Background: an optimization exercise with open tools, aiming at small area. Do not read the settings as production practice.
In this exercise RTL edits were held to simulation tests only and were not proved equivalent to the original.
Power figures rest on the tool's default switching activity, not on a simulated workload.

// WSG_8CH
module WSG_8CH
(
	input			 CLK24M,
	input			 RESET,
	input	 [5:0] ADDR,
	input  [7:0] DATA,
	input			 WE,
	input			 SND_ENABLE,
	output [7:0] WAVE_AD,
	input  [3:0] WAVE_DT,
	output [7:0] SOUT
);
For scale: roughly 430 flip-flops, about 13000 um^2 of cells after synthesis.
make LEC_CHECK=0 CAP_MARGIN=0 CORE_MARGIN=2 CORE_UTILIZATION=40 CTS_BUF_LIST=sky130_fd_sc_hd__clkbuf_4 CTS_CLUSTER_DIAMETER=60 CTS_CLUSTER_SIZE=10 SLEW_MARGIN=0 SYNTH_HIERARCHICAL=1 finish   # period 10.0 ns
run.sh (not shown) runs the stock make flow with config.mk's settings and CLKGATE_MAP_FILE= SYNTH_SCRIPT=/design/flow/synth_recipe.tcl, a recipe that flattens the netlist after the stock synthesis.
The starting point ran to the end with no violations.
==> next run, changes <==
==> flow/flow/run.sh (new file) <==
#!/bin/bash
# Layout flow: the standard ORFS flow (standard.sh), unchanged synthesis,
# with a smaller clock tree (clkbuf_4 sink clusters of up to 10, no dummy
# loads) and minimum-size buffers on the input and output ports.
set -euo pipefail
CTS="-sink_clustering_enable -repair_clock_nets -dont_use_dummy_load -buf_list sky130_fd_sc_hd__clkbuf_4 -sink_clustering_size 10 -sink_clustering_max_diameter 60"
BP="-inputs -outputs -buffer_cell sky130_fd_sc_hd__buf_1"
bash standard.sh synth > synth.log 2>&1
bash standard.sh "CTS_ARGS=$CTS" "BUFFER_PORTS_ARGS=$BP" finish > layout.log 2>&1
==> flow/standard.sh (new file) <==
#!/bin/bash
# synth_recipe.tcl (not shown) runs the flow's synth.tcl, then flattens the netlist and writes it again
# the make line also repeats each setting of config.mk as NAME=value (left out here)
make -C /OpenROAD-flow-scripts/flow DESIGN_CONFIG=/design/flow/config.mk WORK_HOME=/design/flow/orfs CLKGATE_MAP_FILE= SYNTH_SCRIPT=/design/flow/synth_recipe.tcl "${@:-finish}"
- CTS_BUF_LIST: sky130_fd_sc_hd__clkbuf_4 -> not set
- CTS_CLUSTER_DIAMETER: 60 -> not set
- CTS_CLUSTER_SIZE: 10 -> not set
removed: flow/run.sh
Non-clock buffer count drops by 2.
Routed wire length climbs by 0.79%.
Fmax climbs by 0.46%.
Count of clock-buffer cells in the layout drops by 2.
Sequential cell count is unchanged.
Total power drops by 1.8%.
Via count drops by 1.1%.
Area after synthesis does not change.
Sequential share of layout area climbs by 1.1 points.
Global-route usage climbs by 0.25 points.


Another version of the RTL of WSG_8CH (not shown whole).
For scale: roughly 1000 cells after synthesis, ~430 flip-flops, ~38 I/O pins.
// WSG_8CH
module WSG_8CH
(
	input			 CLK24M,
	input			 RESET,
	input	 [5:0] ADDR,
	input  [7:0] DATA,
	input			 WE,
	input			 SND_ENABLE,
	output [7:0] WAVE_AD,
	input  [3:0] WAVE_DT,
	output [7:0] SOUT
);
make LEC_CHECK=0 CAP_MARGIN=20 CORE_MARGIN=2 CORE_UTILIZATION=40 SLEW_MARGIN=20 finish   # period 10.0 ns
Stock flow here: none of the scripts above is used.
Change:
CTS_BUF_LIST = sky130_fd_sc_hd__clkbuf_8   (was unset)
CTS_CLUSTER_SIZE = 30   (was unset)
Effect: First-iteration DRC count went down by about 20%; via count went up by about 2%; global-route usage went up by 0.25 points; wire length went up by 0.45%; flip-flop and latch count stays the same; utilization went down by 0.29 points.


12-15:
Another version of the RTL of WSG_8CH (not shown whole).
Size in the first run: ~960 cells after synthesis, ~430 flip-flops, roughly 14000 um2 of cells after synthesis.
export LEC_CHECK = 0
export CAP_MARGIN = 20
export CORE_MARGIN = 2
export CORE_UTILIZATION = 40
export CTS_BUF_LIST = sky130_fd_sc_hd__clkbuf_8
export CTS_CLUSTER_DIAMETER = 100
export CTS_CLUSTER_SIZE = 15
export SLEW_MARGIN = 20
create_clock -name core_clock -period 10.0 [get_ports {CLK24M}]
### 12-15 -> 12-21
Settings: CTS_BUF_LIST removed (was sky130_fd_sc_hd__clkbuf_8); CTS_CLUSTER_DIAMETER removed (was 100); CTS_CLUSTER_SIZE removed (was 15).
==> flow/flow/run.sh (new file) <==
#!/bin/bash
# Layout flow: the standard ORFS flow (standard.sh), unchanged synthesis,
# with a smaller clock tree (larger sink clusters, no dummy loads) and
# minimum-size buffers on the input and output ports.
set -euo pipefail
CTS="-sink_clustering_enable -repair_clock_nets -dont_use_dummy_load -buf_list sky130_fd_sc_hd__clkbuf_8 -sink_clustering_size 15 -sink_clustering_max_diameter 100"
BP="-inputs -outputs -buffer_cell sky130_fd_sc_hd__buf_1"
bash standard.sh synth > synth.log 2>&1
bash standard.sh "CTS_ARGS=$CTS" "BUFFER_PORTS_ARGS=$BP" finish > layout.log 2>&1
==> flow/standard.sh (new file) <==
#!/bin/bash
# synth_recipe.tcl (not shown) runs the flow's synth.tcl, then flattens the netlist and writes it again
# the make line also repeats each setting of config.mk as NAME=value (left out here)
make -C /OpenROAD-flow-scripts/flow DESIGN_CONFIG=/design/flow/config.mk WORK_HOME=/design/flow/orfs CLKGATE_MAP_FILE= SYNTH_SCRIPT=/design/flow/synth_recipe.tcl "${@:-finish}"
removed: flow/run.sh
Results
Against 12-15, 12-21 reports a post-layout utilization of the core that is lower. Cmp 12-21 vs 12-15: met1 track demand over resource higher in 12-21. Per the comparison of 12-21 with 12-15, post-synthesis share of cell area spent on xor and xnor gates ~0 delta, number of fill cells lower. Compared with 12-15, 12-21 shows average via count per standard cell that has gone up slightly. Diff 12-21..12-15 | portion of total power attributed to combinational logic | negligible. Diff 12-15 -> 12-21 | wire length of the first global-routing pass | up slightly. From 12-21 to 12-15, die area did not move at all.

## afterwards: timing with drivers on the ports
How much do the figures lean on ideal ports? The routed layouts below were timed once more, with nothing changed but the port constraints.
Step 1: set_driving_cell puts a clkbuf_16 on CLK24M and a buf_2 on each other input, an assumption about the parent block.
Step 2 moves the port delays by t, midway between the first and last clock arrival at a register: inputs arrive t later, outputs are due t later. That takes back most of the time a late clock gives input paths.
Slacks: no drivers / after step 1 / after step 2; pairs: no drivers / after step 1.
run | shift t [ns] | setup WS [ns] | hold slack, ns | worst register clock-pin slew, ns
the first run of note 1 | 0.718 | 1.665 / 1.665 / 1.665 | 0.293 / 0.293 / 0.293 | 0.11 / 0.11
the second run of note 1 | 0.700 | 1.703 / 1.703 / 1.703 | 0.285 / 0.285 / 0.285 | 0.11 / 0.11
the first run of note 2 | 0.576 | 0.999 / 0.999 / 0.999 | 0.317 / 0.317 / 0.317 | 0.07 / 0.07
the second run of note 2 | 0.615 | 1.016 / 1.016 / 1.016 | 0.309 / 0.309 / 0.309 | 0.06 / 0.06
12-15 | 0.585 | 0.842 / 0.842 / 0.842 | 0.322 / 0.322 / 0.322 | 0.10 / 0.10
12-21 | 0.569 | 0.904 / 0.904 / 0.904 | 0.314 / 0.314 / 0.314 | 0.10 / 0.10
After both steps every run listed still meets setup and hold.
